This design comes from an exercise in tuning for small area, a short achievable clock period and few clock cycles per item on the open sky130 flow, not from production work.

==> flow/design.v <==
module sha256_counter_i (
    input wire        i_clk,
    input wire        i_rst,
    input wire        clr_i,
    input wire        cnt_i_en,
    output reg [7:0]  i
);
    always @(posedge i_clk or negedge i_rst) begin
        if (!i_rst) begin
            i <= 0;
        end else begin
            if (clr_i) i <= 0;
            else if (cnt_i_en) i <= i + 8'd1;
            else i <= i;
        end
    end
endmodule
module sha256_counter_j (
    input wire        i_clk,
    input wire        i_rst,
    input wire        clr_j,
    input wire        cnt_j_en,
    output reg [6:0]  j
);
    always @(posedge i_clk or negedge i_rst) begin
        if (!i_rst) begin
            j <= 0;
        end else begin
            if (clr_j) j <= 0;
            else if (cnt_j_en) j <= j + 7'd1;
            else j <= j;
        end
    end
endmodule
module sha256_functions (
    input  wire [5:0]  j,
    output reg  [31:0] k_j
);
    always @(*) begin
        case (j)
            6'd0: k_j = 32'h71374491;
            6'd1: k_j = 32'hb5c0fbcf;
            6'd2: k_j = 32'he9b5dba5;
            6'd3: k_j = 32'h3956c25b;
            6'd4: k_j = 32'h59f111f1;
            6'd5: k_j = 32'h923f82a4;
            6'd6: k_j = 32'hab1c5ed5;
            6'd7: k_j = 32'hd807aa98;
            6'd8: k_j = 32'h12835b01;
            6'd9: k_j = 32'h243185be;
            6'd10: k_j = 32'h550c7dc3;
            6'd11: k_j = 32'h72be5d74;
            6'd12: k_j = 32'h80deb1fe;
            6'd13: k_j = 32'h9bdc06a7;
            6'd14: k_j = 32'hc19bf174;
            6'd15: k_j = 32'he49b69c1;
            6'd16: k_j = 32'hefbe4786;
            6'd17: k_j = 32'h0fc19dc6;
            6'd18: k_j = 32'h240ca1cc;
            6'd19: k_j = 32'h2de92c6f;
            6'd20: k_j = 32'h4a7484aa;
            6'd21: k_j = 32'h5cb0a9dc;
            6'd22: k_j = 32'h76f988da;
            6'd23: k_j = 32'h983e5152;
            6'd24: k_j = 32'ha831c66d;
            6'd25: k_j = 32'hb00327c8;
            6'd26: k_j = 32'hbf597fc7;
            6'd27: k_j = 32'hc6e00bf3;
            6'd28: k_j = 32'hd5a79147;
            6'd29: k_j = 32'h06ca6351;
            6'd30: k_j = 32'h14292967;
            6'd31: k_j = 32'h27b70a85;
            6'd32: k_j = 32'h2e1b2138;
            6'd33: k_j = 32'h4d2c6dfc;
            6'd34: k_j = 32'h53380d13;
            6'd35: k_j = 32'h650a7354;
            6'd36: k_j = 32'h766a0abb;
            6'd37: k_j = 32'h81c2c92e;
            6'd38: k_j = 32'h92722c85;
            6'd39: k_j = 32'ha2bfe8a1;
            6'd40: k_j = 32'ha81a664b;
            6'd41: k_j = 32'hc24b8b70;
            6'd42: k_j = 32'hc76c51a3;
            6'd43: k_j = 32'hd192e819;
            6'd44: k_j = 32'hd6990624;
            6'd45: k_j = 32'hf40e3585;
            6'd46: k_j = 32'h106aa070;
            6'd47: k_j = 32'h19a4c116;
            6'd48: k_j = 32'h1e376c08;
            6'd49: k_j = 32'h2748774c;
            6'd50: k_j = 32'h34b0bcb5;
            6'd51: k_j = 32'h391c0cb3;
            6'd52: k_j = 32'h4ed8aa4a;
            6'd53: k_j = 32'h5b9cca4f;
            6'd54: k_j = 32'h682e6ff3;
            6'd55: k_j = 32'h748f82ee;
            6'd56: k_j = 32'h78a5636f;
            6'd57: k_j = 32'h84c87814;
            6'd58: k_j = 32'h8cc70208;
            6'd59: k_j = 32'h90befffa;
            6'd60: k_j = 32'ha4506ceb;
            6'd61: k_j = 32'hbef9a3f7;
            6'd62: k_j = 32'hc67178f2;
            default: k_j = 32'h428a2f98;
        endcase
    end
endmodule
module sha256_add (
    input  wire [31:0] x,
    input  wire [31:0] y,
    output wire [31:0] s
);
    reg [31:0] g, p;
    integer i, d;
    always @(*) begin
        g = x & y;
        p = x ^ y;
        for (d = 1; d < 32; d = d * 2)
            for (i = 2 * d - 1; i < 32; i = i + 2 * d) begin
                g[i] = g[i] | (p[i] & g[i - d]);
                p[i] = p[i] & p[i - d];
            end
        for (d = 8; d >= 1; d = d / 2)
            for (i = 3 * d - 1; i < 32; i = i + 2 * d) begin
                g[i] = g[i] | (p[i] & g[i - d]);
                p[i] = p[i] & p[i - d];
            end
    end
    assign s = x ^ y ^ {g[30:0], 1'b0};
endmodule
module sha256_scheduler (
    input  wire         clk,
    input  wire [511:0] i_block,
    input  wire [5:0]   k,
    output wire [31:0]  W_out
);
    reg [511:0] win;    
    function [31:0] sigma0(input [31:0] x);
        sigma0 = {x[6:0], x[31:7]} ^ {x[17:0], x[31:18]} ^ (x >> 3);
    endfunction
    function [31:0] sigma1(input [31:0] x);
        sigma1 = {x[16:0], x[31:17]} ^ {x[18:0], x[31:19]} ^ (x >> 10);
    endfunction
    wire [31:0] o1 = win[9*32 +: 32], o2 = win[0 +: 32];
    wire [31:0] o3 = sigma0(win[1*32 +: 32]), o4 = sigma1(win[14*32 +: 32]);
    wire [31:0] s1 = o1 ^ o2 ^ o3;
    wire [31:0] c1 = {(o1[30:0] & o2[30:0]) | (o1[30:0] & o3[30:0]) | (o2[30:0] & o3[30:0]), 1'b0};
    wire [31:0] s2 = s1 ^ c1 ^ o4;
    wire [31:0] c2 = {(s1[30:0] & c1[30:0]) | (s1[30:0] & o4[30:0]) | (c1[30:0] & o4[30:0]), 1'b0};
    wire [31:0] w_new;
    sha256_add u_add (.x(s2), .y(c2), .s(w_new));
    wire [31:0] w_blk = i_block[511 - 32*k[3:0] -: 32];
    wire [31:0] w_in  = (k[5:4] != 2'd0) ? w_new : w_blk;
    always @(posedge clk) win <= {w_in, win[511:32]};
    assign W_out = win[511:480];
endmodule
module sha_256(
    input wire i_clk,
    input wire i_rst,
    input wire i_enable,
    input [511:0] i_data,
    input [7:0] i_N,
    output reg [255:0] o_data,
    output reg o_done
);
    localparam [255:0] IV = {32'h6a09e667, 32'hbb67ae85, 32'h3c6ef372, 32'ha54ff53a,
                             32'h510e527f, 32'h9b05688c, 32'h1f83d9ab, 32'h5be0cd19};
    reg  [5:0]  k;        
    reg         fin;      
    reg         first;    
    reg  [7:0]  nrem;     
    reg         is_new;   
    reg  [31:0] a, b, c, d, e, f, g, h;
    reg  [31:0] hk;       
    reg  [31:0] kq;       
    wire busy   = ~o_done;
    wire [7:0] nrem_n = is_new ? i_N : nrem - 8'd1;
    wire hsh    = busy & ((k[5:1] == 5'b11111) | (k == 6'd0));
    wire [31:0] w;
    wire [31:0] k_j;
    sha256_scheduler u_scheduler (
        .clk(i_clk),
        .i_block(i_data),
        .k(k),
        .W_out(w)
    );
    sha256_functions u_functions (
        .j(k),
        .k_j(k_j)
    );
    function [31:0] CH(input [31:0] x, y, z);
        CH = (x & y) ^ (~x & z);
    endfunction
    function [31:0] MAJ(input [31:0] x, y, z);
        MAJ = (x & y) ^ (x & z) ^ (y & z);
    endfunction
    function [31:0] SIG0(input [31:0] x);
        SIG0 = {x[1:0], x[31:2]} ^ {x[12:0], x[31:13]} ^ {x[21:0], x[31:22]};
    endfunction
    function [31:0] SIG1(input [31:0] x);
        SIG1 = {x[5:0], x[31:6]} ^ {x[10:0], x[31:11]} ^ {x[24:0], x[31:25]};
    endfunction
    wire [31:0] s1 = SIG1(e);
    wire [31:0] ch = CH(e, f, g);
    wire [31:0] s0 = SIG0(a);
    wire [31:0] mj = MAJ(a, b, c);
    function [31:0] FS(input [31:0] x, y, z);
        FS = x ^ y ^ z;
    endfunction
    function [31:0] FC(input [31:0] x, y, z);
        FC = {(x[30:0] & y[30:0]) | (x[30:0] & z[30:0]) | (y[30:0] & z[30:0]), 1'b0};
    endfunction
    wire [31:0] a_n = hk + w + s1 + ch + s0 + mj;
    wire [31:0] e_n = d + hk + w + s1 + ch;
    wire [31:0] H0 = o_data[255:224], H1 = o_data[223:192], H2 = o_data[191:160], H3 = o_data[159:128];
    wire [31:0] H4 = o_data[127:96],  H5 = o_data[95:64],   H6 = o_data[63:32],   H7 = o_data[31:0];
    wire [255:0] start = is_new ? IV : o_data;
    wire [31:0] hk_in = o_done ? (is_new ? IV[31:0] : H7) : g;
    wire [31:0] hk_n, h3a, h7e;
    sha256_add u_addk (.x(hk_in), .y(o_done ? 32'h428a2f98 : kq), .s(hk_n));
    sha256_add u_addh (.x(H3), .y(a), .s(h3a));
    sha256_add u_addl (.x(H7), .y(e), .s(h7e));
    always @(posedge i_clk or negedge i_rst) begin
        if (!i_rst) begin
            o_done <= 1'b0;
            k      <= 6'd0;
            fin    <= 1'b0;
            first  <= 1'b0;
            nrem   <= 8'd1;
            is_new <= 1'b1;
        end else if (o_done) begin
            if (i_enable) begin
                o_done <= 1'b0;
                k      <= 6'd1;
                first  <= is_new;
                nrem   <= nrem_n;
                is_new <= (nrem_n == 8'd1);
            end
        end else if (fin) begin
            fin    <= 1'b0;
            o_done <= 1'b1;
        end else if (k == 6'd0) begin
            fin <= 1'b1;
        end else begin
            k <= k + 6'd1;
        end
    end
    always @(posedge i_clk) begin
        if (o_done) begin
            {a, b, c, d, e, f, g, h} <= start;
            kq <= 32'h71374491;
        end else begin
            a <= a_n; b <= a; c <= b; d <= c;
            e <= e_n; f <= e; g <= f; h <= g;
            kq <= k_j;
        end
        hk <= hk_n;
    end
    always @(posedge i_clk) begin
        if (busy & first & (k == 6'd1)) begin
            o_data <= IV;
        end else if (hsh) begin
            o_data <= {h3a, H0, H1, H2, h7e, H4, H5, H6};
        end
    end
endmodule
Settings: LEC_CHECK=0, CAP_MARGIN=20, CORE_MARGIN=2, CORE_UTILIZATION=40, SLEW_MARGIN=20; clock period 10.0 ns.
standard.sh (not shown) runs the stock make flow with config.mk's settings and CLKGATE_MAP_FILE= SYNTH_SCRIPT=/design/flow/synth_recipe.tcl, a recipe that flattens the netlist after the stock synthesis.
==> flow/flow/run.sh <==
#!/bin/bash
# Own layout flow: the standard ORFS flow with a few settings changed.
#  - ports are buffered with a plain buffer instead of the delay buffer the
#    resizer picks by default
set -euo pipefail
export BUFFER_PORTS_ARGS="-buffer_cell sky130_fd_sc_hd__buf_1"
export SETUP_SLACK_MARGIN=6

bash standard.sh > standard_flow.log 2>&1
The first run finished with timing, DRC and antenna clean.
==> next run, changes <==
--- a/flow/design.v
+++ b/flow/design.v
@@ -138,23 +138,23 @@
     function [31:0] sigma0(input [31:0] x);
         sigma0 = {x[6:0], x[31:7]} ^ {x[17:0], x[31:18]} ^ (x >> 3);
     endfunction
     function [31:0] sigma1(input [31:0] x);
         sigma1 = {x[16:0], x[31:17]} ^ {x[18:0], x[31:19]} ^ (x >> 10);
     endfunction
-    wire [31:0] o1 = win[9*32 +: 32], o2 = win[0 +: 32];
-    wire [31:0] o3 = sigma0(win[1*32 +: 32]), o4 = sigma1(win[14*32 +: 32]);
-    wire [31:0] s1 = o1 ^ o2 ^ o3;
-    wire [31:0] c1 = {(o1[30:0] & o2[30:0]) | (o1[30:0] & o3[30:0]) | (o2[30:0] & o3[30:0]), 1'b0};
-    wire [31:0] s2 = s1 ^ c1 ^ o4;
-    wire [31:0] c2 = {(s1[30:0] & c1[30:0]) | (s1[30:0] & o4[30:0]) | (c1[30:0] & o4[30:0]), 1'b0};
-    wire [31:0] w_new;
-    sha256_add u_add (.x(s2), .y(c2), .s(w_new));
+    reg  [31:0] pre;
+    wire [31:0] o1 = win[10*32 +: 32], o2 = win[1*32 +: 32], o3 = sigma0(win[2*32 +: 32]);
+    wire [31:0] ps = o1 ^ o2 ^ o3;
+    wire [31:0] pc = {(o1[30:0] & o2[30:0]) | (o1[30:0] & o3[30:0]) | (o2[30:0] & o3[30:0]), 1'b0};
+    wire [31:0] w_new = sigma1(win[14*32 +: 32]) + pre;
     wire [31:0] w_blk = i_block[511 - 32*k[3:0] -: 32];
     wire [31:0] w_in  = (k[5:4] != 2'd0) ? w_new : w_blk;
-    always @(posedge clk) win <= {w_in, win[511:32]};
+    always @(posedge clk) begin
+        win <= {w_in, win[511:32]};
+        pre <= ps + pc;
+    end
     assign W_out = win[511:480];
 endmodule
 module sha_256(
     input wire i_clk,
     input wire i_rst,
     input wire i_enable,
@@ -207,22 +207,38 @@
     function [31:0] FS(input [31:0] x, y, z);
         FS = x ^ y ^ z;
     endfunction
     function [31:0] FC(input [31:0] x, y, z);
         FC = {(x[30:0] & y[30:0]) | (x[30:0] & z[30:0]) | (y[30:0] & z[30:0]), 1'b0};
     endfunction
-    wire [31:0] a_n = hk + w + s1 + ch + s0 + mj;
-    wire [31:0] e_n = d + hk + w + s1 + ch;
+    wire [31:0] pa1 = FS(hk, w, ch),     qa1 = FC(hk, w, ch);
+    wire [31:0] pa2 = FS(s1, s0, mj),    qa2 = FC(s1, s0, mj);
+    wire [31:0] pa3 = FS(pa1, qa1, pa2), qa3 = FC(pa1, qa1, pa2);
+    wire [31:0] pa4 = FS(pa3, qa3, qa2), qa4 = FC(pa3, qa3, qa2);
+    wire [31:0] pe1 = FS(d, hk, w),      qe1 = FC(d, hk, w);
+    wire [31:0] pe2 = FS(pe1, qe1, ch),  qe2 = FC(pe1, qe1, ch);
+    wire [31:0] pe3 = FS(pe2, qe2, s1),  qe3 = FC(pe2, qe2, s1);
+    wire [31:0] a_n = pa4 + qa4;
+    wire [31:0] e_n = pe3 + qe3;
     wire [31:0] H0 = o_data[255:224], H1 = o_data[223:192], H2 = o_data[191:160], H3 = o_data[159:128];
     wire [31:0] H4 = o_data[127:96],  H5 = o_data[95:64],   H6 = o_data[63:32],   H7 = o_data[31:0];
     wire [255:0] start = is_new ? IV : o_data;
     wire [31:0] hk_in = o_done ? (is_new ? IV[31:0] : H7) : g;
     wire [31:0] hk_n, h3a, h7e;
     sha256_add u_addk (.x(hk_in), .y(o_done ? 32'h428a2f98 : kq), .s(hk_n));
-    sha256_add u_addh (.x(H3), .y(a), .s(h3a));
-    sha256_add u_addl (.x(H7), .y(e), .s(h7e));
+    reg [31:0] iva, ive;
+    always @(*) begin
+        case ({k[5], k[0], fin})
+            3'b100:  begin iva = IV[159:128]; ive = IV[31:0];  end
+            3'b110:  begin iva = IV[191:160]; ive = IV[63:32]; end
+            3'b000:  begin iva = IV[223:192]; ive = IV[95:64]; end
+            default: begin iva = IV[255:224]; ive = IV[127:96]; end
+        endcase
+    end
+    sha256_add u_addh (.x(first ? iva : H3), .y(a), .s(h3a));
+    sha256_add u_addl (.x(first ? ive : H7), .y(e), .s(h7e));
     always @(posedge i_clk or negedge i_rst) begin
         if (!i_rst) begin
             o_done <= 1'b0;
             k      <= 6'd0;
             fin    <= 1'b0;
             first  <= 1'b0;
@@ -254,13 +270,11 @@
             e <= e_n; f <= e; g <= f; h <= g;
             kq <= k_j;
         end
         hk <= hk_n;
     end
     always @(posedge i_clk) begin
-        if (busy & first & (k == 6'd1)) begin
-            o_data <= IV;
-        end else if (hsh) begin
+        if (hsh) begin
             o_data <= {h3a, H0, H1, H2, h7e, H4, H5, H6};
         end
     end
 endmodule
What happened:
- The changed run went through all stages and came out clean
- via count went down by 5.7%
- maximum frequency went down by 2.5%
- routed wire length is about the same
- utilization went down by 0.33 points
- count of clock-buffer cells in the layout went down by 13
- setup slack degrades by 0.13 ns
No functional check of the RTL was part of any run of this note.

==> static timing again, ports no longer ideal <==
How much do the figures lean on ideal ports? The routed layouts below were timed once more, with nothing changed but the port constraints.
Step 1 (the two cells are an assumption about what drives the block):
set clk [get_ports {i_clk}]
set_driving_cell -lib_cell sky130_fd_sc_hd__clkbuf_16 $clk
set_driving_cell -lib_cell sky130_fd_sc_hd__buf_2 [delete_from_list [all_inputs] $clk]
Step 2 also shifts input and output timing later by t, the mid clock arrival at the registers, as if the neighbouring blocks saw the same clock.
Slacks: no drivers / after step 1 / after step 2; pairs: no drivers / after step 1.
run | t (ns) | setup slack, ns | worst hold slack (ns) | worst setup path after step 2
the first run | 0.805 | 5.049 / 5.049 / 5.049 | 0.311 / 0.311 / 0.311 | register to register
the second run | 0.795 | 4.921 / 4.921 / 4.921 | 0.315 / 0.315 / 0.315 | register to register
After both steps setup and hold are still met in every run listed.
